Background: an optimization exercise with open tools, aiming at small area and a short achievable clock period. Do not read the settings as production practice.
Where RTL was checked, it was by simulation tests only, not by an equivalence proof against the original.
For runs 4 and 5, only the layout was checked, not whether the RTL still works.
Power and IR drop assume default switching activity. The clock port is modelled as an ideal driver; clocking choices that lean on that would not hold on a real chip.

File: flow/config.mk
export PLATFORM = sky130hd
export DESIGN_NAME = bist
export DESIGN_NICKNAME = bist
export VERILOG_FILES = /design/flow/design.v
export SDC_FILE = /design/flow/constraint.sdc
export NUM_CORES = 4
export LEC_CHECK = 0
export CAP_MARGIN = 20
export CORE_MARGIN = 2
export CORE_UTILIZATION = 50
export PLACE_DENSITY = 0.65
export SETUP_SLACK_MARGIN = 3.0
export SLEW_MARGIN = 20
export SYNTH_HIERARCHICAL = 1
export TNS_END_PERCENT = 10
File: flow/constraint.sdc
create_clock -name core_clock -period 5.5 [get_ports {clk}]
set_input_delay 1.1000 -clock core_clock [delete_from_list [all_inputs] [get_ports {clk}]]
set_output_delay 1.1000 -clock core_clock [all_outputs]
set_load 0.01 [all_outputs]
File: flow/standard.sh
#!/bin/bash
# synth_recipe.tcl (not shown) runs the flow's synth.tcl, then flattens the netlist and writes it again
# the make line also repeats each setting of config.mk as NAME=value (left out here)
make -C /OpenROAD-flow-scripts/flow DESIGN_CONFIG=/design/flow/config.mk WORK_HOME=/design/flow/orfs CLKGATE_MAP_FILE= SYNTH_SCRIPT=/design/flow/synth_recipe.tcl "${@:-finish}"
File: flow/design.v
module mux2i_gate (
    input  logic s,
    input  logic a0,
    input  logic a1,
    output logic y
);
    assign y = ~(s ? a1 : a0);
endmodule
module predecoder (
    input  logic       test,
    input  logic [5:0] k,          
    input  logic [5:0] address,
    input  logic       en,
    output logic [7:0] lo_n,       
    output logic [7:0] hi_n        
);
    logic [5:0] a, a_n;
    for (genvar i = 0; i < 6; i++) begin : g_a
        mux2i_gate m (.s(test), .a0(address[i]), .a1(k[i]), .y(a_n[i]));
        inv_gate   n (.a(a_n[i]), .y(a[i]));
    end
    for (genvar i = 0; i < 8; i++) begin : g_l
        nand3_gate l (
            .a(i[0] ? a[0] : a_n[0]),
            .b(i[1] ? a[1] : a_n[1]),
            .c(i[2] ? a[2] : a_n[2]),
            .y(lo_n[i])
        );
        nand4_gate h (
            .a(en),
            .b(i[0] ? a[3] : a_n[3]),
            .c(i[1] ? a[4] : a_n[4]),
            .d(i[2] ? a[5] : a_n[5]),
            .y(hi_n[i])
        );
    end
endmodule
module rdwr (
    input  logic test,
    input  logic k6,
    input  logic csin,
    input  logic rwbarin,
    output logic rd,
    output logic wr,
    output logic wr_n,     
    output logic idle_n    
);
    assign rd   = test ? k6 : (csin & rwbarin);
    assign wr_n   = test ? k6 : ~(csin & ~rwbarin);
    assign wr   = test ? ~k6 : (csin & ~rwbarin);
    assign idle_n = test | csin;
endmodule
module pattern (
    input  logic [2:0] k,
    output logic [7:0] pat
);
    always_comb begin
        case (k)
            3'd0: pat = 8'hAA;
            3'd1: pat = 8'h55;
            3'd2: pat = 8'hF0;
            3'd3: pat = 8'h0F;
            3'd4: pat = 8'h00;
            3'd5: pat = 8'hFF;
            3'd6: pat = 8'hCC;
            default: pat = 8'h33;
        endcase
    end
endmodule
module dinmux (
    input  logic       test,
    input  logic [7:0] pat,
    input  logic [7:0] datain,
    output logic [7:0] din_n
);
    for (genvar b = 0; b < 8; b++) begin : g_b
        mux2i_gate m (.s(test), .a0(datain[b]), .a1(pat[b]), .y(din_n[b]));
    end
endmodule
module decoder (
    input  logic        test,
    input  logic [6:0]  k,         
    input  logic        csin,
    input  logic        rwbarin,
    input  logic [5:0]  address,
    output logic        wr_n,      
    output logic        idle_n,    
    output logic [63:0] rsel_n,    
    output logic [63:0] we,        
    output logic [63:0] we_n       
);
    logic       rd, wr;
    logic [7:0] lor_n, low_n, hir_n, hiw_n, lor, hir, low, hiw;
    rdwr rw (.test(test), .k6(k[6]), .csin(csin), .rwbarin(rwbarin),
             .rd(rd), .wr(wr), .wr_n(wr_n), .idle_n(idle_n));
    predecoder pr (.test(test), .k(k[5:0]), .address(address), .en(rd),
                   .lo_n(lor_n), .hi_n(hir_n));
    predecoder pw (.test(test), .k(k[5:0]), .address(address), .en(wr),
                   .lo_n(low_n), .hi_n(hiw_n));
    for (genvar i = 0; i < 8; i++) begin : g_i
        inv_gate u_l (.a(lor_n[i]), .y(lor[i]));
        inv_gate u_h (.a(hir_n[i]), .y(hir[i]));
        inv_gate v_l (.a(low_n[i]), .y(low[i]));
        inv_gate v_h (.a(hiw_n[i]), .y(hiw[i]));
    end
    for (genvar w = 0; w < 64; w++) begin : g_w
        nand2_gate u_r (.a(hir[w / 8]), .b(lor[w % 8]), .y(rsel_n[w]));
        nor2_gate u_w (.a(hiw_n[w / 8]), .b(low_n[w % 8]), .y(we[w]));
        nand2_gate v_w (.a(hiw[w / 8]), .b(low[w % 8]), .y(we_n[w]));
    end
endmodule
module nand4_gate (
    input  logic a, b, c, d,
    output logic y
);
    assign y = ~(a & b & c & d);
endmodule
module nand3_gate (
    input  logic a, b, c,
    output logic y
);
    assign y = ~(a & b & c);
endmodule
module nand2_gate (
    input  logic a, b,
    output logic y
);
    assign y = ~(a & b);
endmodule
module nor2_gate (
    input  logic a,
    input  logic b,
    output logic y
);
    assign y = ~(a | b);
endmodule
module ao22_gate (
    input  logic a1, a2, b1, b2,
    output logic y
);
    assign y = (a1 & a2) | (b1 & b2);
endmodule
module oai22_gate (
    input  logic a1, a2, b1, b2,
    output logic y
);
    assign y = ~((a1 | a2) & (b1 | b2));
endmodule
module inv_gate (
    input  logic a,
    output logic y
);
    assign y = ~a;
endmodule
module multiplexer (
    input  logic [63:0] d_n,       
    input  logic [63:0] rsel_n,
    input  logic        din_n,     
    input  logic        wr_n,
    input  logic        q_n,       
    input  logic        idle_n,
    output logic        out
);
    logic [65:0] s_n, v_n;
    assign s_n = {idle_n, wr_n, rsel_n};
    assign v_n = {q_n, din_n, d_n};
    logic [32:0] t;      
    for (genvar i = 0; i < 33; i++) begin : g_t
        oai22_gate u (
            .a1(s_n[2*i]),   .a2(v_n[2*i]),
            .b1(s_n[2*i+1]), .b2(v_n[2*i+1]),
            .y(t[i])
        );
    end
    logic [16:0] x_n;    
    for (genvar i = 0; i < 16; i++) begin : g_x
        nor2_gate g (.a(t[2*i]), .b(t[2*i+1]), .y(x_n[i]));
    end
    inv_gate g_x16 (.a(t[32]), .y(x_n[16]));
    logic [4:0] u;       
    for (genvar i = 0; i < 3; i++) begin : g_u
        nand4_gate g (.a(x_n[4*i]), .b(x_n[4*i+1]), .c(x_n[4*i+2]), .d(x_n[4*i+3]), .y(u[i]));
    end
    nand3_gate g_u3 (.a(x_n[12]), .b(x_n[13]), .c(x_n[14]), .y(u[3]));
    nand2_gate g_u4 (.a(x_n[15]), .b(x_n[16]), .y(u[4]));
    logic [2:0] y_n;     
    nor2_gate g_y0 (.a(u[0]), .b(u[1]), .y(y_n[0]));
    nor2_gate g_y1 (.a(u[2]), .b(u[3]), .y(y_n[1]));
    inv_gate  g_y2 (.a(u[4]), .y(y_n[2]));
    nand3_gate g_out (.a(y_n[0]), .b(y_n[1]), .c(y_n[2]), .y(out));
endmodule
module dout_gate (
    input  logic t,
    input  logic n,
    input  logic csin,
    input  logic rwbarin,
    output logic y
);
    assign y = t | (n & csin & rwbarin);
endmodule
module bist #(
    parameter size   = 6,
    parameter length = 8
) (
    input  logic             clk,
    input  logic             rst,
    input  logic             start,
    input  logic             csin,
    input  logic             rwbarin,
    input  logic             opr,
    input  logic [size-1:0]  address,
    input  logic [length-1:0] datain,
    output logic [length-1:0] dataout,
    output logic              fail
);
    logic       test;
    logic [9:0] k;
    always_ff @(posedge clk) begin
        if (rst)
            test <= 1'b0;
        else if (!test)
            test <= start;
        else if (&k)
            test <= 1'b0;
        k <= test ? k + 10'd1 : 10'd0;
    end
    logic [7:0] pat;
    pattern pgen (.k(k[9:7]), .pat(pat));
    logic        wr_n, idle_n;
    logic [63:0] rsel_n, we, we_n;
    logic [7:0]  din_n;
    decoder dec (
        .test    (test),
        .k       (k[6:0]),
        .csin    (csin),
        .rwbarin (rwbarin),
        .address (address),
        .wr_n    (wr_n),
        .idle_n  (idle_n),
        .rsel_n  (rsel_n),
        .we      (we),
        .we_n    (we_n)
    );
    dinmux dmux (.test(test), .pat(pat), .datain(datain), .din_n(din_n));
    logic [7:0] mem_n [0:63];
    logic [7:0] mem_n_nx [0:63];
    for (genvar w = 0; w < 64; w++) begin : g_m
        for (genvar b = 0; b < 8; b++) begin : g_b
            ao22_gate u (.a1(mem_n[w][b]), .a2(we_n[w]), .b1(din_n[b]), .b2(we[w]),
                         .y(mem_n_nx[w][b]));
        end
    end
    always_ff @(posedge clk)
        for (int w = 0; w < 64; w++)
            mem_n[w] <= mem_n_nx[w];
    logic [7:0] rdata, rdata_n, rdata_nx;
    assign rdata_n = ~rdata;
    for (genvar b = 0; b < 8; b++) begin : g_rd
        logic [63:0] col_n;
        for (genvar w = 0; w < 64; w++) begin : g_w
            assign col_n[w] = mem_n[w][b];
        end
        multiplexer mux (
            .d_n      (col_n),
            .rsel_n   (rsel_n),
            .din_n    (din_n[b]),
            .wr_n     (wr_n),
            .q_n      (rdata_n[b]),
            .idle_n   (idle_n),
            .out      (rdata_nx[b])
        );
    end
    always_ff @(posedge clk)
        rdata <= rdata_nx;
    logic [7:0] rdata_t, rdata_i;
    assign rdata_t = rdata & {8{test & k[6]}};
    assign rdata_i = rdata & {8{~test}};
    for (genvar b = 0; b < 8; b++) begin : g_out
        dout_gate u (.t(rdata_t[b]), .n(rdata_i[b]), .csin(csin), .rwbarin(rwbarin),
                     .y(dataout[b]));
    end
    always_ff @(posedge clk)
        fail <= test && k[6] && opr && (rdata != pat);
endmodule
File: flow/flow/run.sh
#!/bin/bash
# The standard layout (standard.sh), with plain buffers on the ports instead of
# the delay cells buffer_ports picks by default, and no dummy clock loads in CTS.
set -euo pipefail
export BUFFER_PORTS_ARGS="-buffer_cell sky130_fd_sc_hd__buf_1"
export CTS_ARGS="-sink_clustering_enable -repair_clock_nets -sink_clustering_size 30 -sink_clustering_max_diameter 100 -dont_use_dummy_load"
bash standard.sh > standard.log 2>&1
==> run notes, run 1 <==
DR vias about 17000; CP max FO 7; WP data arrival between 1.5 and 2 ns; number of synthesized flops with an enable pin 0; HP Start mem_n[0][2]; Seq/Total Area, Yosys 0.5447; Primary FF master, synth dfxtp_1; setup TNS 0 ns; Die H 201.7 um; Sequential Power Share 0.615; GP Congestion 0.9708; post-synth net total 1930; Non-Filler Instances 2559; largest stage delay on the critical path ~0.4 ns; Peak Freq 365.7 MHz; clk buf depth 3; part of the cycle the worst path needs 0.4972; First-pass DRT Iterations 5; # setup viols final 0; layout cell share with drive strength beyond 1 0.1254; Worst-Margin Slew about 1.1 ns; CP Capture Type primary output; GRT met1 Usage 0.4676; Final Skew 0.06232 ns; worst r2r src test; Setup Crit Path Kind reg -> out; synth top area cells dfxtp_1 (54%), a22o_1 (23%), o22ai_1 (8.5%); global routing usage on met2 0.4839; CP Data Required Time 4.40 ns; Net Sw Frac 0.2624; NetSw between 2 and 2.5 mW; final core occ 0.5813; Die W 201.7 um; Hold Vio Cnt, Final 0; Final min period around 2.7 ns; Cells after Synth 1909; Routed WL 67.61 mm; Hold Crit Class reg -> reg; Antenna Nets Post-Route 0; Skew-Pair Late Insertion Delay 0.59 ns; power density cells between 300 and 400 nW/um2; combinational power share 0.156; Critical Path Start Type flop; Yosys warning total 11; Port Buffer Count 28; drt initial violations 1717; commonest cells in the synthesized netlist dfxtp_1 (532), a22o_1 (512), o22ai_1 (265); hold slack 0.4937 ns; CTS sink cnt 532; Reg2Reg Capture Point rdata[3]; total gr overflow 0; VDD IR max between 0.2 and 0.25 mV; Slowest cell on crit path dfxtp_4; GRT Overall Usage 0.3206; Yosys cell types 31; # hold bufs at CTS 0; drt drc 0; clock transition at the registers of the reported paths roughly 0.11 ns; FF-to-FF setup slack 2.81 ns; Initial Utilization 0.5059; Internal 5.936 mW; Cells after DPL approximately 2500; Avg WL per Cell about 26 um; first-pass GRT wire length 101.3 mm; top-count cell post-synth dfxtp_1; Num CTS Buffers 21; Clk pwr share 0.229; die area 40700 um2; RSZ-0062 raised after global routing yes; Slew HR 0.2903; critical-path cell list buf_12 > buf_8 > nor2_2 > a31o_1 > buf_2; mean area per synthesized cell 10.24 um2; synthesized area approximately 20000 um2; busiest layer in global routing met2; largest net degree at the start of global routing 66; CTS tree done; post-DR vias/cell 6.741; GR met3 Demand/Resource 0.05572; number of global-route vias before repair 16170; Worst Reg-to-Reg Cells 12; dpl hpwl roughly 43 mm; FP Rows 72; post-synth top area cell dfxtp_1; synthesized flop and latch total ~530; hold depth 1; outcome timing/DRC/antenna clean; H-tree depth 1; initial antenna violation count 0; post-synth top area share 0.5447; Pins Over Slew Limit 0; Core Footprint a little under 40000 um2; async set or reset register ratio after synthesis 0; area grow syn2layout 14.90%; fin nets 2064; Top Ports 29; LEAKAGE 8.807 nW; Max-Cap Viols 0; Hold Path End mem_n[0][2]; Antenna diodes 0; clock root cell clkbuf_16
[per-module statistics from Yosys (local to each module, per instance), a selection]
module	times used	flip-flops and latches	cell area (um2)	cells
ao22_gate	512	0	8.758	1
pattern	1	0	103.8	13
oai22_gate	264	0	6.256	1
nand2_gate	136	0	3.754	1
bist	1	532	11060	608
mux2i_gate	20	0	10.01	1
nand4_gate	40	0	6.256	1
dout_gate	8	0	8.758	1
nor2_gate	208	0	3.754	1
rdwr	1	0	51.30	8
nand3_gate	32	0	5.005	1
[routing by layer]
layer / share of wire / up-vias
met2: 0.43 / 882
li1: - / 7744
met3: 0.096 / 153
met4: 0.036 / 0
met5: 0 / -
met1: 0.44 / 8470
[per-stage QoR]
step                power, mW  area, um2  setup WS, ns
floorplan               5.731      19660         2.922
global placement        6.097      20580         1.639
detailed placement      6.135      20640         1.637
CTS                     7.997      21890         2.770
global route            8.361      22470         2.725
finish                  8.047      22470         2.765
[what timing repair did]
action	4_1_cts	5_1_grt
setup endpoints to repair	528	486
endpoints found under the hold margin	0	0
buffers inserted	45	17
pin swaps	13	23
cloned	2	0
resized for setup	81	112
[final cells by class]
cell class / count / area [um2]
Fill cell: 3348 / 16180
Inverter: 73 / 364.1
Timing Repair Buffer: 112 / 988.4
Sequential cell: 532 / 10660
Tap cell: 518 / 648.1
Clock buffer: 21 / 525.5
Multi-Input combinational cell: 1303 / 9283
[how the worst max path moves through the flow]
stage          cells past startpoint  slack [ns]  startpoint         end
2_1_floorplan                      6        2.92   datain[0]    rdata[0]
3_3_place_gp                      11        1.64     rwbarin    rdata[6]
3_5_place_dp                      11        1.64     rwbarin    rdata[6]
4_1_cts                            5        2.77        test  dataout[5]
5_1_grt                            5        2.73        test  dataout[5]
6_report                           5        2.77        test  dataout[5]
[registers in the layout, indices dropped and copies added, names as in the netlist]
name and cells:
k 10, fail 1, mem_n 512, rdata 8, test 1
[power by group through the flow]
stage,registers (mW),clock network (mW),logic [mW]
after global placement,5.02,0,1.07
final,4.95,1.84,1.25
after CTS,4.94,1.88,1.19
after global routing,5.03,2.01,1.33
after detailed placement,5.02,0,1.11
after floorplan,4.89,0,0.840
[cells in the final DEF (no fill, tap or decap), drive strengths merged, types with 16 or more instances in the layout]
cell        n
a22o      512
clkinvlp   16
clkbuf     25
nand2     141
mux2i      23
nand3      36
o22ai     265
buf       108
dfxtp     532
nand4      43
inv        55
nor2      231
[worst max-delay path: cells and delay by family, from the launching register on]
kind                   cells  cell delay, ns
buffers and inverters      3            0.44
flip-flops                 1            0.40
AO/OA/AOI/OAI              1            0.17
AND/OR/NAND/NOR            1            0.04
[cells by family (layout without fill, tap and decap cells)]
| group | Yosys count | count (layout) | synth area share |
|---|---|---|---|
| simple gates | 466 | 466 | 0.09983 |
| compound gates | 795 | 795 | 0.3206 |
| xor+xnor | 18 | 18 | 0.008448 |
| mux | 21 | 23 | 0.01075 |
| flops | 532 | 532 | 0.5447 |
| fa+ha+maj | 1 | 1 | 0.0006399 |
| buf+inv | 76 | 206 | 0.01498 |
==> run 2: changes to the inputs <==
--- a/flow/flow/run.sh
+++ b/flow/flow/run.sh
@@ -4,3 +4,3 @@
 set -euo pipefail
-export BUFFER_PORTS_ARGS="-buffer_cell sky130_fd_sc_hd__buf_1"
+export BUFFER_PORTS_ARGS="-buffer_cell sky130_fd_sc_hd__buf_2"
 export CTS_ARGS="-sink_clustering_enable -repair_clock_nets -sink_clustering_size 30 -sink_clustering_max_diameter 100 -dont_use_dummy_load"
==> run 2 against run 1 <==
Combinational power hardly changed. Critical path depth is 2 lower. Sequential share of layout area is 0.65 points higher. First-iteration DRC count is 13% higher. Register-to-register slack hardly changed. Critical endpoint is now dataout[6].
==> run notes, run 2 <==
outcome timing/DRC/antenna clean; Yosys cell types 31; Worst-Margin Slew 1.026 ns; Antenna Nets Post-Route 0; Seq/Total Area, Yosys 0.5447; async set or reset register ratio after synthesis 0; largest net degree at the start of global routing 66; hold slack 0.4961 ns; post-synth net total 1930; clock root cell clkbuf_16; Port Buffer Count 28; DR vias 17120; dpl hpwl 42.73 mm; Final min period 2.710 ns; fin nets 2048; Skew-Pair Late Insertion Delay ~0.59 ns; commonest cells in the synthesized netlist dfxtp_1 (532), a22o_1 (512), o22ai_1 (265); Die H 201.7 um; post-DR vias/cell 6.733; synthesized flop and latch total approximately 530; First-pass DRT Iterations 8; LEAKAGE 8.751 nW; synthesized area 19550 um2; GP Congestion 0.9405; Pins Over Slew Limit 0; Slew HR 0.3162; Cells after Synth 1909; # hold bufs at CTS 0; Biggest register mem_n; CTS sink cnt 532; setup TNS 0 ns; Top Ports 29; area of the multi-input gates just over 9000 um2; Num CTS Buffers 21; # setup viols final 0; mean area per synthesized cell 10.24 um2; CTS tree done; Largest regs mem_n: 512 flops, k: 10 flops, rdata: 8 flops; commonest non-fill, non-tap cell in the layout dfxtp_1; Core Footprint roughly 39000 um2; part of the cycle the worst path needs 0.4928; Yosys warning total 11; Die W between 200 and 250 um; clk buf depth 3; Critical Path Start Type primary input; number of synthesized flops with an enable pin 0; Avg WL per Cell 26.07 um; H-tree depth 1; Worst Reg-to-Reg Cells 14; first-pass GRT wire length 99.46 mm; drt initial violations 1935; layout cell share with drive strength beyond 1 0.1235; Routed WL 66.30 mm; drt drc 0; top-count cell post-synth dfxtp_1; Reg area 10660 um2; post-synth top area share 0.5447; post-synth top area cell dfxtp_1; Final Skew 0.05207 ns; power density cells 364.4 nW/um2; Initial Utilization 0.5059; area grow syn2layout 13.42%; Peak Freq 369.0 MHz; Hold Crit Class reg -> reg; # fillers around 3300; RSZ-0062 raised after global routing yes; hold depth 1; VDD IR max approximately 0.23 mV; max FFs per register 512; synth top area cells dfxtp_1 (54%), a22o_1 (23%), o22ai_1 (8.5%); Hold Vio Cnt, Final 0; number of global-route vias before repair 15860; Primary FF master, synth dfxtp_1; Antenna diodes 0; commonest cells after routing, fill and taps aside dfxtp_1 (525), a22o_1 (512), o22ai_1 (264); Max-Cap Viols 0; CP Capture Type primary output; FP Rows 72; clock transition at the registers of the reported paths 0.10 ns; GRT Overall Usage 0.3156; WP data arrival 1.61 ns; CP Data Required Time 4.40 ns; CP max FO 10; initial antenna violation count 0; total gr overflow 0; Setup Crit Path Kind in -> out; die area between 40000 and 50000 um2
-- run 2: cell count changes in the layout (fill, tap and decap cells not counted), sizes merged --
cell,delta
mux2i,-2
inv,+1
bufinv,-1
buf,-11
nand2,+1
clkbuf,-4
-- run 2: metal layers --
metal | vias up | GRT usage | wire length, um | part of all wire
li1 | 7712 | - | - | -
met1 | 8287 | 0.4592 | 28760 | 0.43
met2 | 958 | 0.4569 | 27520 | 0.42
met3 | 165 | 0.06009 | 6840 | 0.10
met4 | 0 | 0.1334 | 3176 | 0.048
met5 | - | 0 | 0 | 0
-- run 2: timing repair --
| action | in CTS | in global routing |
|---|---|---|
| cloned | 1 | 0 |
| gates resized for setup | 118 | 47 |
| endpoints found under the setup margin | 528 | 525 |
| pin swaps | 19 | 8 |
| buffers inserted | 37 | 6 |
-- run 2: kinds of logic (layout without fill, tap and decap cells) --
group,after synthesis,count (layout),synth area share
AO/OA/AOI/OAI,795,795,0.3206
flip-flops,532,532,0.5447
multiplexers,21,21,0.01075
AND/OR/NAND/NOR,466,467,0.09983
buffers and inverters,76,191,0.01498
adder cells (fa/ha/maj),1,1,0.0006399
XOR/XNOR,18,18,0.008448
-- run 2: worst max-delay path: stages --
cell and delay (ns):
buf_4 0.15, a31o_1 0.22, buf_2 0.14
-- run 2: modules after synthesis (local to each module, per instance), a selection --
module	cells	cell area [um2]	copies in the design
mux2i_gate	1	10.01	20
bist	608	11060	1
dout_gate	1	8.758	8
nand2_gate	1	3.754	136
ao22_gate	1	8.758	512
nor2_gate	1	3.754	208
rdwr	8	51.30	1
-- run 2: final timing paths --
path	startpoint	endpoint	slack, ns
hold / removal	mem_n[23][1]	mem_n[23][1]	0.50
setup / recovery	csin	dataout[6]	2.79
hold reg to reg	mem_n[23][1]	mem_n[23][1]	0.50
setup reg to reg	test	rdata[1]	2.81
-- run 2: stage by stage --
| step | instances | worst slack (ns) | cell area, um2 | util | power, mW |
|---|---|---|---|---|---|
| after floorplan | 1909 | 2.922 | 19660 | - | 5.731 |
| after global placement | 2478 | 1.842 | 20630 | 0.5337 | 6.121 |
| after detailed placement | 2478 | 1.860 | 20630 | 0.5337 | 6.159 |
| after CTS | 2537 | 2.663 | 21940 | 0.5676 | 8.036 |
| after global routing | 2543 | 2.768 | 22180 | 0.5738 | 8.360 |
| final | 2543 | 2.790 | 22180 | 0.5738 | 8.080 |
-- run 2: where the power goes --
group / switching (mW) / leakage, nW / internal [mW] / total [mW]
registers: 0.437 / 4.37 / 4.54 / 4.98
clock network: 1.17 / 0.259 / 0.693 / 1.86
logic: 0.547 / 4.12 / 0.693 / 1.24
total: 2.15 / 8.75 / 5.93 / 8.08
-- run 2: layout make-up --
class | instances | share of cell area
inverter | 73 | 0.01580
multi-input combinational | 1302 | 0.4123
tap | 518 | 0.02923
clock buffer | 21 | 0.02370
sequential | 532 | 0.4809
timing repair buffer | 97 | 0.03803
==> run 3: changes to the inputs <==
==> flow/flow/run.sh (replaced) <==
#!/bin/bash
# The standard layout (standard.sh), with plain buffers (buf_4) on the ports instead of
# the delay cells buffer_ports picks by default, and no dummy clock loads in CTS.
set -euo pipefail
export BUFFER_PORTS_ARGS="-buffer_cell sky130_fd_sc_hd__buf_4"
export CTS_ARGS="-sink_clustering_enable -repair_clock_nets -sink_clustering_size 30 -sink_clustering_max_diameter 100 -dont_use_dummy_load"
bash standard.sh > standard.log 2>&1
==> run 3 against run 2 <==
Count of clock-buffer cells in the layout is the same. Global-route usage grew 0.94 points. Maximum frequency grew 0.12%. Via count grew 2.3%. Cell count grew 0.51%. Area after synthesis is the same. Utilization grew 1.0 points. Sequential power grew 0.8%. Worst setup slack gained 0.0032 ns. Critical path type is now reg -> out. Largest power group unchanged.
==> run notes, run 3 <==
Skew-Pair Late Insertion Delay 0.57 ns; largest net degree at the start of global routing 66; critical-path cell list inv_1 > nor2_1 > a31o_1 > buf_6; pre-CTS WS between 1.5 and 2 ns; die area just over 40000 um2; Cells after Synth 1909; FP Rows 72; drt initial violations 1916; Primary FF master, synth dfxtp_1; hold depth 1; Cells after DPL approximately 2500; Routed WL 68.68 mm; Top Ports 29; Non-Filler Instances ~2600; Final Skew 0.03396 ns; post-synth top area cell dfxtp_1; Die W 201.7 um; Biggest register mem_n; Hold Crit Class reg -> reg; Hold Vio Cnt, Final 0; Finished Cell Area ~23000 um2; Num CTS Buffers 21; CP Data Required Time about 4.4 ns; Initial Utilization 0.5059; # hold bufs at CTS 0; WP data arrival 1.61 ns; RSZ-0062 raised after global routing yes; LEAKAGE 8.833 nW; Die H between 200 and 250 um; CP bufs+invs 2; part of the cycle the worst path needs 0.4922; CP Capture Type primary output; Placement Cell Area 20690 um2; setup TNS 0 ns; Slew HR 0.2395; post-synth net total 1930; GP Congestion 0.9712; area grow syn2layout 15.49%; CP max FO 3; clock root cell clkbuf_16; VDD IR max 0.2145 mV; Yosys cell types 31; post-DR vias/cell 6.856; CTS sink cnt 532; CTS tree done; layout cell share with drive strength beyond 1 0.1306; Avg WL per Cell 26.87 um; commonest cells after routing, fill and taps aside dfxtp_1 (524), a22o_1 (512), o22ai_1 (264); clk buf depth 3; commonest non-fill, non-tap cell in the layout dfxtp_1; Seq/Total Area, Yosys 0.5447; commonest cells in the synthesized netlist dfxtp_1 (532), a22o_1 (512), o22ai_1 (265); mean area per synthesized cell roughly 10 um2; Peak Freq approximately 370 MHz; Max-Cap Viols 0; post-synth top area share 0.5447; async set or reset register ratio after synthesis 0; Yosys warning total 11; synthesized flop and latch total 532; Worst-Margin Slew 1.117 ns; H-tree depth 1; synth top area cells dfxtp_1 (54%), a22o_1 (23%), o22ai_1 (8.5%); number of global-route vias before repair ~16000; Worst Reg-to-Reg Cells 13; first-pass GRT wire length 102.5 mm; dpl hpwl about 44 mm; Setup Crit Path Kind reg -> out; Critical Path Start Type flop; top-count cell post-synth dfxtp_1; largest stage delay on the critical path 0.48 ns; hold slack around 0.50 ns; final core occ 0.5842; GRT Overall Usage 0.3250; # fillers 3284; outcome timing/DRC/antenna clean; First-pass DRT Iterations 6; # setup viols final 0; total power slightly above 8 mW; Antenna Nets Post-Route 0; slack of the critical path around 2.8 ns; Pins Over Slew Limit 0; Largest regs mem_n: 512 flops, k: 10 flops, rdata: 8 flops; fin nets 2059; total gr overflow 0; critical path depth 4; Final min period 2.707 ns; power density cells 360.4 nW/um2; drt drc 0; CP delay by family, top flip-flops; synthesized area 19550 um2; initial antenna violation count 1; max FFs per register 512; Port Buffer Count 28; Slowest cell on crit path dfxtp_1; number of synthesized flops with an enable pin 0; clock transition at the registers of the reported paths ~0.12 ns; DR vias 17520; Core Footprint 38650 um2
## run 3: per-module statistics from Yosys (local to each module, per instance), excerpt
module	cell area [um2]	times used	cells	flip-flops and latches
nor2_gate	3.754	208	1	0
dout_gate	8.758	8	1	0
oai22_gate	6.256	264	1	0
ao22_gate	8.758	512	1	0
pattern	103.8	1	13	0
nand4_gate	6.256	40	1	0
inv_gate	3.754	60	1	0
nand2_gate	3.754	136	1	0
bist	11060	1	608	532
mux2i_gate	10.01	20	1	0
nand3_gate	5.005	32	1	0
rdwr	51.30	1	8	0
## run 3: area by class of cell
class	count	area, um2	area share
Sequential cell	532	10670	0.4723
Multi-Input combinational cell	1302	9224	0.4085
Timing Repair Buffer	108	1170	0.05181
Tap cell	518	648.1	0.02870
Clock buffer	21	525.5	0.02327
Inverter	73	341.6	0.01513
Antenna cell	2	5.005	0.0002217
## run 3: path summary, 6_finish.rpt
kind | from | end | slack [ns]
max | rdata[2] | dataout[2] | 2.79
min | mem_n[58][1] | mem_n[58][1] | 0.50
max reg2reg | test | rdata[4] | 2.81
min reg2reg | mem_n[58][1] | mem_n[58][1] | 0.50
## run 3: logic make-up (layout without fill, tap and decap cells)
family	count (synthesis)	in the layout	synth area share
other	0	2	0
multiplexers	21	21	0.01075
XOR/XNOR	18	18	0.008448
flip-flops	532	532	0.5447
AO/OA/AOI/OAI	795	795	0.3206
AND/OR/NAND/NOR	466	467	0.09983
adder cells (fa/ha/maj)	1	1	0.0006399
buffers and inverters	76	202	0.01498
## run 3: worst reg2reg max path: stages (launching register included)
cell and delay, ns:
dfxtp_4 0.41, buf_12 0.17, buf_12 0.14, mux2i_4 0.25, inv_2 0.08, nand4_1 0.17, clkinvlp_4 0.13, buf_12 0.18
nand2_4 0.12, o22ai_1 0.11, nor2_1 0.17, nand4_1 0.30, nor2_2 0.28, nand3_1 0.09
## run 3: report_power, final
| part | leakage (nW) | internal (mW) | switching (mW) |
|---|---|---|---|
| Combinational | 4.21 | 0.714 | 0.558 |
| Clock | 0.259 | 0.693 | 1.16 |
| Sequential | 4.37 | 4.54 | 0.474 |
## run 3: what timing repair did
action / in CTS / in global routing
cloned: 2 / 0
setup endpoints to repair: 528 / 519
setup buffers: 40 / 16
gates resized for setup: 101 / 82
pin swaps: 22 / 25
## run 3: metal layers
metal | vias up | global-route usage | wire (um)
li1 | 7735 | - | -
met4 | 2 | 0.1331 | 2819
met1 | 8546 | 0.4741 | 29310
met2 | 1058 | 0.4778 | 29230
met5 | - | 0 | 14
met3 | 183 | 0.05248 | 7308
==> run 4: changes to the inputs <==
--- a/flow/design.v
+++ b/flow/design.v
@@ -12,5 +12,7 @@
     input  logic [5:0] address,
-    input  logic       en,
+    input  logic       rd,
+    input  logic       wr,
     output logic [7:0] lo_n,       
-    output logic [7:0] hi_n        
+    output logic [7:0] hir_n,      
+    output logic [7:0] hiw_n       
 );
@@ -28,4 +30,4 @@
         );
-        nand4_gate h (
-            .a(en),
+        nand4_gate hr (
+            .a(rd),
             .b(i[0] ? a[3] : a_n[3]),
@@ -33,3 +35,10 @@
             .d(i[2] ? a[5] : a_n[5]),
-            .y(hi_n[i])
+            .y(hir_n[i])
+        );
+        nand4_gate hw (
+            .a(wr),
+            .b(i[0] ? a[3] : a_n[3]),
+            .c(i[1] ? a[4] : a_n[4]),
+            .d(i[2] ? a[5] : a_n[5]),
+            .y(hiw_n[i])
         );
@@ -95,6 +104,7 @@
              .rd(rd), .wr(wr), .wr_n(wr_n), .idle_n(idle_n));
-    predecoder pr (.test(test), .k(k[5:0]), .address(address), .en(rd),
-                   .lo_n(lor_n), .hi_n(hir_n));
-    predecoder pw (.test(test), .k(k[5:0]), .address(address), .en(wr),
-                   .lo_n(low_n), .hi_n(hiw_n));
+    logic [7:0] lo_n;
+    predecoder pd (.test(test), .k(k[5:0]), .address(address), .rd(rd), .wr(wr),
+                   .lo_n(lo_n), .hir_n(hir_n), .hiw_n(hiw_n));
+    assign lor_n = lo_n;
+    assign low_n = lo_n;
     for (genvar i = 0; i < 8; i++) begin : g_i
==> flow/flow/run.sh (replaced) <==
#!/bin/bash
# The standard layout (standard.sh), with plain buffers on the ports instead of
# the delay cells buffer_ports picks by default, and no dummy clock loads in CTS.
set -euo pipefail
export BUFFER_PORTS_ARGS="-buffer_cell sky130_fd_sc_hd__buf_2"
export CTS_ARGS="-sink_clustering_enable -repair_clock_nets -sink_clustering_size 30 -sink_clustering_max_diameter 100 -dont_use_dummy_load"
bash standard.sh > standard.log 2>&1
--- a/flow/config.mk
+++ b/flow/config.mk
@@ -14,2 +14,2 @@
 export SYNTH_HIERARCHICAL = 1
-export TNS_END_PERCENT = 10
+export TNS_END_PERCENT = 0
==> run 4 against run 3 <==
Largest power group unchanged. Worst hold slack worse by 0.0010 ns. Combinational power shrank 6%. Clock power barely moved. Critical endpoint is now rdata[5]. First-iteration DRC count fell by 13%. Flip-flop and latch count did not move. Routed wire length down 1.9%. Still clean on timing, DRC and antenna. Global-route usage fell by 0.19 points. Via count down 2.4%. Cell count is 1.1% lower. Total power down 1.5%. Non-clock buffer count down 8.
==> run notes, run 4 <==
outcome timing/DRC/antenna clean; drt drc 0; First-pass DRT Iterations 7; Most common cell on crit path nand4_1; GRT met1 Usage 0.4497; dpl hpwl 43.37 mm; mean area per synthesized cell 10.29 um2; Hold Vio Cnt, Final 0; post-synth net total 1910; CP delay by family, top simple AND/OR/NAND/NOR gates; LEAKAGE 8.654 nW; power density cells 364.9 nW/um2; clk buf depth 3; fin nets 2032; VDD IR max 0.2146 mV; # setup viols final 0; Clk pwr share 0.232; post-synth top area cell dfxtp_1; post-DR vias/cell 6.767; number of global-route vias before repair 16240; Initial Utilization 0.5051; number of synthesized flops with an enable pin 0; setup TNS 0 ns; Worst Reg-to-Reg Cells 12; GRT Overall Usage 0.3231; FP Rows between 70 and 80; HP Start mem_n[3][2]; Largest regs mem_n: 512 flops, k: 10 flops, rdata: 8 flops; Net Sw Frac 0.2619; Die H about 200 um; total power 8.019 mW; Port Buffer Count 28; Seq/Total Area, Yosys 0.5482; Core Footprint 38470 um2; Internal 5.919 mW; clock transition at the registers of the reported paths 0.11 ns; Yosys cell types 31; hold depth 1; post-synthesis mux area share 0.007728; CP bufs+invs 4; Peak Freq 358.6 MHz; Die W 201.1 um; FF-to-FF setup slack 2.71 ns; Cells after Synth 1889; CTS sink cnt about 530; Primary FF master, synth dfxtp_1; Avg WL per Cell between 20 and 30 um; Synth Area in Compound Gates 0.3226; first-pass GRT wire length 101.3 mm; WP data arrival roughly 3.3 ns; Top Ports 29; Slew HR 0.2710; Slowest cell on crit path nand4_1; CP Capture Type flop; drt initial violations 1663; H-tree depth 1; Max-Cap Viols 0; GR met3 Demand/Resource 0.05361; Yosys warning total 11; Skew-Pair Late Insertion Delay about 0.56 ns; Biggest register mem_n; critical-path cell list buf_2 > mux2i_4 > inv_1 > nand4_1 > clkinvlp_4 > buf_12 > nand2_2 > o22ai_1 > nor2_1 > nand4_1 > nor2_4 > nand3_1; pre-CTS WS about 1.6 ns; commonest cells in the synthesized netlist dfxtp_1 (532), a22o_1 (512), o22ai_1 (265); post-synth top area share 0.5482; CTS tree done; commonest cells after routing, fill and taps aside dfxtp_1 (530), a22o_1 (512), o22ai_1 (264); Pins Over Slew Limit 0; synth top area cells dfxtp_1 (55%), a22o_1 (23%), o22ai_1 (8.5%); Post-Synth Simple-Gate Area 0.09840; Non-Filler Instances about 2500; GP Congestion 0.9133; Placement Cell Area roughly 20000 um2; max FFs per register 512; clock root cell clkbuf_16; DR vias 17100; Synth Area in XOR/XNOR 0.008501; top-count cell post-synth dfxtp_1; Hold Path End mem_n[3][2]; busiest layer in global routing met2; Antenna Nets Post-Route 0; largest net degree at the start of global routing 53; Num CTS Buffers 21; die area 40450 um2; Routed WL 67.38 mm; area grow syn2layout 13.11%; Antenna diodes 0; final core occ 0.5713; CP Data Required Time about 6.0 ns; Reg2Reg Capture Point rdata[5]; Setup Crit Path Kind in -> reg; Sequential Power Share 0.618; global routing usage on met2 0.5095; synthesized flop and latch total 532; largest family of logic cells by synthesized area compound AO/OA/AOI/OAI gates; Finished Cell Area between 20000 and 25000 um2; Critical Path Start Type primary input; Hold Crit Class reg -> reg; worst r2r src test; combinational power share 0.150; Final Skew 0.01931 ns; synthesized area 19430 um2; post-synthesis adder-cell area fraction 0.0006440; Final min period 2.789 ns; largest stage delay on the critical path 0.29 ns; hold slack ~0.5 ns; NetSw 2.100 mW; part of the cycle the worst path needs 0.5071; CP max FO 8; commonest non-fill, non-tap cell in the layout dfxtp_1; layout cell share with drive strength beyond 1 0.1105; RSZ-0062 raised after global routing yes; async set or reset register ratio after synthesis 0; critical path depth 12; initial antenna violation count 0; Worst-Margin Slew approximately 1.1 ns; slack of the critical path around 2.7 ns; total gr overflow 0; Cells after DPL 2454
run 4: final cells by class:
class	instances	area [um2]
tap	518	648.1
sequential	532	10660
timing repair buffer	100	829.5
fill	3403	16490
inverter	67	302.8
multi-input combinational	1289	9015
clock buffer	21	525.5
run 4: per-module statistics from Yosys, one instance, submodules excluded, excerpt:
| module | times used | cells | flops+latches | cell area, um2 |
|---|---|---|---|---|
| nand4_gate | 40 | 1 | 0 | 6.256 |
| ao22_gate | 512 | 1 | 0 | 8.758 |
| nand2_gate | 136 | 1 | 0 | 3.754 |
| inv_gate | 54 | 1 | 0 | 3.754 |
| rdwr | 1 | 8 | 0 | 51.30 |
| oai22_gate | 264 | 1 | 0 | 6.256 |
| nor2_gate | 208 | 1 | 0 | 3.754 |
| pattern | 1 | 13 | 0 | 103.8 |
| mux2i_gate | 14 | 1 | 0 | 10.01 |
| dout_gate | 8 | 1 | 0 | 8.758 |
| nand3_gate | 24 | 1 | 0 | 5.005 |
| bist | 1 | 608 | 532 | 11060 |
run 4: worst max path at each step:
stage / start / to / slack (ns)
CTS: test / dataout[2] / 2.76
global route: test / rdata[5] / 2.67
finish: address[4] / rdata[5] / 2.71
global placement: address[1] / rdata[5] / 1.51
floorplan: csin / mem_n[0][0] / 2.92
detailed placement: address[1] / rdata[5] / 1.57
run 4: routing by layer:
layer	up-vias	wire (um)
met5	-	0
met4	0	2329
met3	139	5992
met2	844	30380
met1	8484	28680
li1	7634	-
run 4: power by group through the flow:
stage               Clock (mW)  Combinational (mW)  Sequential [mW]
floorplan                    0               0.838             4.89
global placement             0                1.06             5.03
detailed placement           0                1.09             5.02
CTS                       1.88                1.16             4.94
global route              2.01                1.27             5.02
finish                    1.86                1.20             4.95
run 4: kinds of logic after synthesis:
| family | count (synthesis) |
|---|---|
| AO/OA/AOI/OAI | 795 |
| flip-flops | 532 |
| AND/OR/NAND/NOR | 458 |
| buffers and inverters | 70 |
| XOR/XNOR | 18 |
| multiplexers | 15 |
| adder cells (fa/ha/maj) | 1 |
run 4: what timing repair did:
| action | in CTS | in global routing |
|---|---|---|
| pin swaps | 7 | 7 |
| resized for setup | 75 | 34 |
| buffers inserted | 38 | 11 |
| hold buffers | 0 | 0 |
| gates cloned | 2 | 0 |
| setup endpoints to repair | 528 | 528 |
==> run 5: changes to the inputs <==
--- a/flow/config.mk
+++ b/flow/config.mk
@@ -14,2 +14,2 @@
 export SYNTH_HIERARCHICAL = 1
-export TNS_END_PERCENT = 0
+export TNS_END_PERCENT = 10
==> run 5 against run 4 <==
Cell count is 0.59% higher. Highest routed layer unchanged. First-iteration DRC count is 15% higher. Utilization is 0.30 points higher. Critical endpoint is now dataout[3]. Register-to-register slack better by 0.03 ns. Area after synthesis stayed put. Still clean on timing, DRC and antenna. Die area stayed put. Global-route usage is 0.083 points higher. Synthesized cell count stayed put. Design area is 0.52% higher. Count of clock-buffer cells in the layout stayed put. Via count is 0.47% lower. Clock power hardly changed.
==> run notes, run 5 <==
synthesized flop and latch total 532; number of synthesized flops with an enable pin 0; first-pass GRT wire length 101.8 mm; outcome timing/DRC/antenna clean; Die W 201.1 um; async set or reset register ratio after synthesis 0; commonest cells in the synthesized netlist dfxtp_1 (532), a22o_1 (512), o22ai_1 (265); drt drc 0; slack of the critical path 2.703 ns; # fillers 3376; CP Data Required Time 4.40 ns; CTS sink cnt 532; critical-path cell list buf_2 > a31o_1 > buf_2; Most common cell on crit path buf_2; GP Congestion 0.9582; Reg area around 11000 um2; Core Footprint 38470 um2; clock root cell clkbuf_16; Slew HR 0.3391; post-synth top area share 0.5482; commonest cells after routing, fill and taps aside dfxtp_1 (528), a22o_1 (512), o22ai_1 (262); FP Rows 72; Critical Path Start Type primary input; power density cells around 360 nW/um2; Avg WL per Cell 26.51 um; number of global-route vias before repair approximately 16000; VDD IR max about 0.28 mV; drt initial violations 1914; Die H 201.1 um; dpl hpwl 43.88 mm; initial antenna violation count 0; Placement Cell Area 20570 um2; layout cell share with drive strength beyond 1 0.1270; CP delay by family, top buffers and inverters; Cells after Synth 1889; Initial Utilization 0.5051; DR vias 17020; WP data arrival 1.70 ns; Skew-Pair Late Insertion Delay 0.56 ns; total power 8.036 mW; total gr overflow 0; synth top area cells dfxtp_1 (55%), a22o_1 (23%), o22ai_1 (8.5%); fin nets 2047; part of the cycle the worst path needs 0.5085; largest net degree at the start of global routing 58; CTS tree done; Port Buffer Count 28; post-synth top area cell dfxtp_1; hold depth 1; top-count cell post-synth dfxtp_1; final core occ 0.5743; Seq/Total Area, Yosys 0.5482; pre-CTS WS approximately 1.5 ns; Reg2Reg Capture Point rdata[4]; largest stage delay on the critical path 0.26 ns; Yosys cell types 31; synthesized area 19430 um2; Final Skew 0.01995 ns; RSZ-0062 raised after global routing yes; Hold Crit Class reg -> reg; post-DR vias/cell 6.696; Pins Over Slew Limit 0; worst r2r src test; die area 40450 um2; Worst-Margin Slew 0.9706 ns; Max-Cap Viols 0; max FFs per register 512; # setup viols final 0; Top Ports 29; post-synth net total 1910; Slowest cell on crit path a31o_1; setup TNS 0 ns; Final min period 2.797 ns; Antenna diodes 0; Routed WL 67.38 mm; Worst Reg-to-Reg Cells 12; Largest regs mem_n: 512 flops, k: 10 flops, rdata: 8 flops; First-pass DRT Iterations 5; commonest non-fill, non-tap cell in the layout dfxtp_1; Peak Freq 357.5 MHz; clock transition at the registers of the reported paths between 0.1 and 0.15 ns; CP bufs+invs 2; Setup Crit Path Kind in -> out; Hold Vio Cnt, Final 0; GRT Overall Usage 0.3240; FF-to-FF setup slack 2.74 ns; Hold Path End mem_n[21][3]; HP Start mem_n[21][3]; Num CTS Buffers 21; Biggest register mem_n; LEAKAGE around 8.6 nW; clk buf depth 3; Finished Cell Area 22090 um2; CP max FO 11; area of the multi-input gates 9009 um2; Antenna Nets Post-Route 0; H-tree depth 1; Yosys warning total 11; area grow syn2layout 13.70%; Primary FF master, synth dfxtp_1; # hold bufs at CTS 0; CP Capture Type primary output; mean area per synthesized cell 10.29 um2
## run 5: cell count changes in the layout (fill, tap and decap cells not counted), sizes merged
cell	before	now
clkinvlp	13	15
inv	54	52
buf	100	116
mux2i	17	16
## run 5: worst max path at each step
stage          startpoint           end  slack [ns]  cells after the start
2_1_floorplan   datain[0]      rdata[0]        2.92                      6
5_1_grt              test    dataout[4]        2.68                      5
3_5_place_dp   address[0]      rdata[4]        1.51                     10
6_report          rwbarin    dataout[3]        2.70                      3
3_3_place_gp   address[0]      rdata[4]        1.55                     10
4_1_cts              csin  mem_n[47][4]        2.71                      7
## run 5: kinds of logic (layout without fill, tap and decap cells)
logic type | after synthesis | after routing | share of synthesized area
compound gates | 795 | 795 | 0.3226
xor+xnor | 18 | 18 | 0.008501
fa+ha+maj | 1 | 1 | 0.0006439
buf+inv | 70 | 204 | 0.01391
flops | 532 | 532 | 0.5482
mux | 15 | 16 | 0.007728
simple gates | 458 | 458 | 0.09840
## run 5: cell type report
class / count / area share
sequential: 532 / 0.4824
multi-input combinational: 1288 / 0.4078
timing repair buffer: 116 / 0.04259
tap: 518 / 0.02934
clock buffer: 21 / 0.02379
inverter: 67 / 0.01405
## run 5: what timing repair did
| item | 4_1_cts | 5_1_grt |
|---|---|---|
| setup endpoints to repair | 528 | 524 |
| gates resized for setup | 83 | 27 |
| buffers inserted | 55 | 14 |
| pin swaps | 14 | 7 |
| gates cloned | 1 | 0 |
## run 5: per-layer routing
metal,GRT usage,vias to the layer above,wire length (um)
met3,0.05669,160,5993
met5,0,-,0
met1,0.4478,8348,28670
met2,0.5057,826,29660
li1,-,7686,-
met4,0.1272,0,3057
## run 5: power by group
| group | internal, mW | switching (mW) |
|---|---|---|
| clock network | 0.694 | 1.15 |
| registers | 4.54 | 0.429 |
| logic | 0.694 | 0.527 |
| total | 5.93 | 2.11 |
## run 5: per-module statistics from Yosys, one instance, submodules excluded, a selection
| module | cell area [um2] | times used | flops+latches | cells |
|---|---|---|---|---|
| mux2i_gate | 10.01 | 14 | 0 | 1 |
| nand2_gate | 3.754 | 136 | 0 | 1 |
| oai22_gate | 6.256 | 264 | 0 | 1 |
| rdwr | 51.30 | 1 | 0 | 8 |
| inv_gate | 3.754 | 54 | 0 | 1 |
| pattern | 103.8 | 1 | 0 | 13 |
| nand4_gate | 6.256 | 40 | 0 | 1 |
| ao22_gate | 8.758 | 512 | 0 | 1 |
| nand3_gate | 5.005 | 24 | 0 | 1 |
| nor2_gate | 3.754 | 208 | 0 | 1 |
| bist | 11060 | 1 | 532 | 608 |
## run 5: per-stage QoR
step                cells  hold WS, ns
global placement     2451       0.4665
floorplan            1889       0.4560
detailed placement   2451       0.4705
finish               2542       0.4950
global route         2542       0.5078
CTS                  2528       0.4960

==> port drivers added, routing unchanged <==
No port has a modelled driver above. Below, the same layouts with a new extraction and two added sets of constraints.
Step 1 (the two cells are an assumption about what drives the block):
set clk [get_ports {clk}]
set_driving_cell -lib_cell sky130_fd_sc_hd__clkbuf_16 $clk
set_driving_cell -lib_cell sky130_fd_sc_hd__buf_2 [delete_from_list [all_inputs] $clk]
Step 2 times the ports against the registers' clock, not the clock port: input delays grow and output delays shrink by t, the midpoint of the rising clock arrivals with the driver on.
Slacks: ideal ports / drivers / drivers and shift; pairs: ideal ports / drivers.
run | shift t [ns] | setup WS [ns] | worst slew at a driven data input, ns
run 1 | 0.615 | 2.765 / 2.709 / 2.233 | 0.09
run 2 | 0.617 | 2.790 / 2.755 / 2.283 | 0.05
run 3 | 0.611 | 2.793 / 2.737 / 2.229 | 0.14
run 4 | 0.617 | 2.711 / 2.686 / 2.129 | 0.04
run 5 | 0.616 | 2.703 / 2.682 / 2.132 | 0.03
After both steps every run listed still meets setup and hold. The setup slack of run 4, which loses most, moves by -0.025 ns with the drivers and by -0.582 ns with both steps.
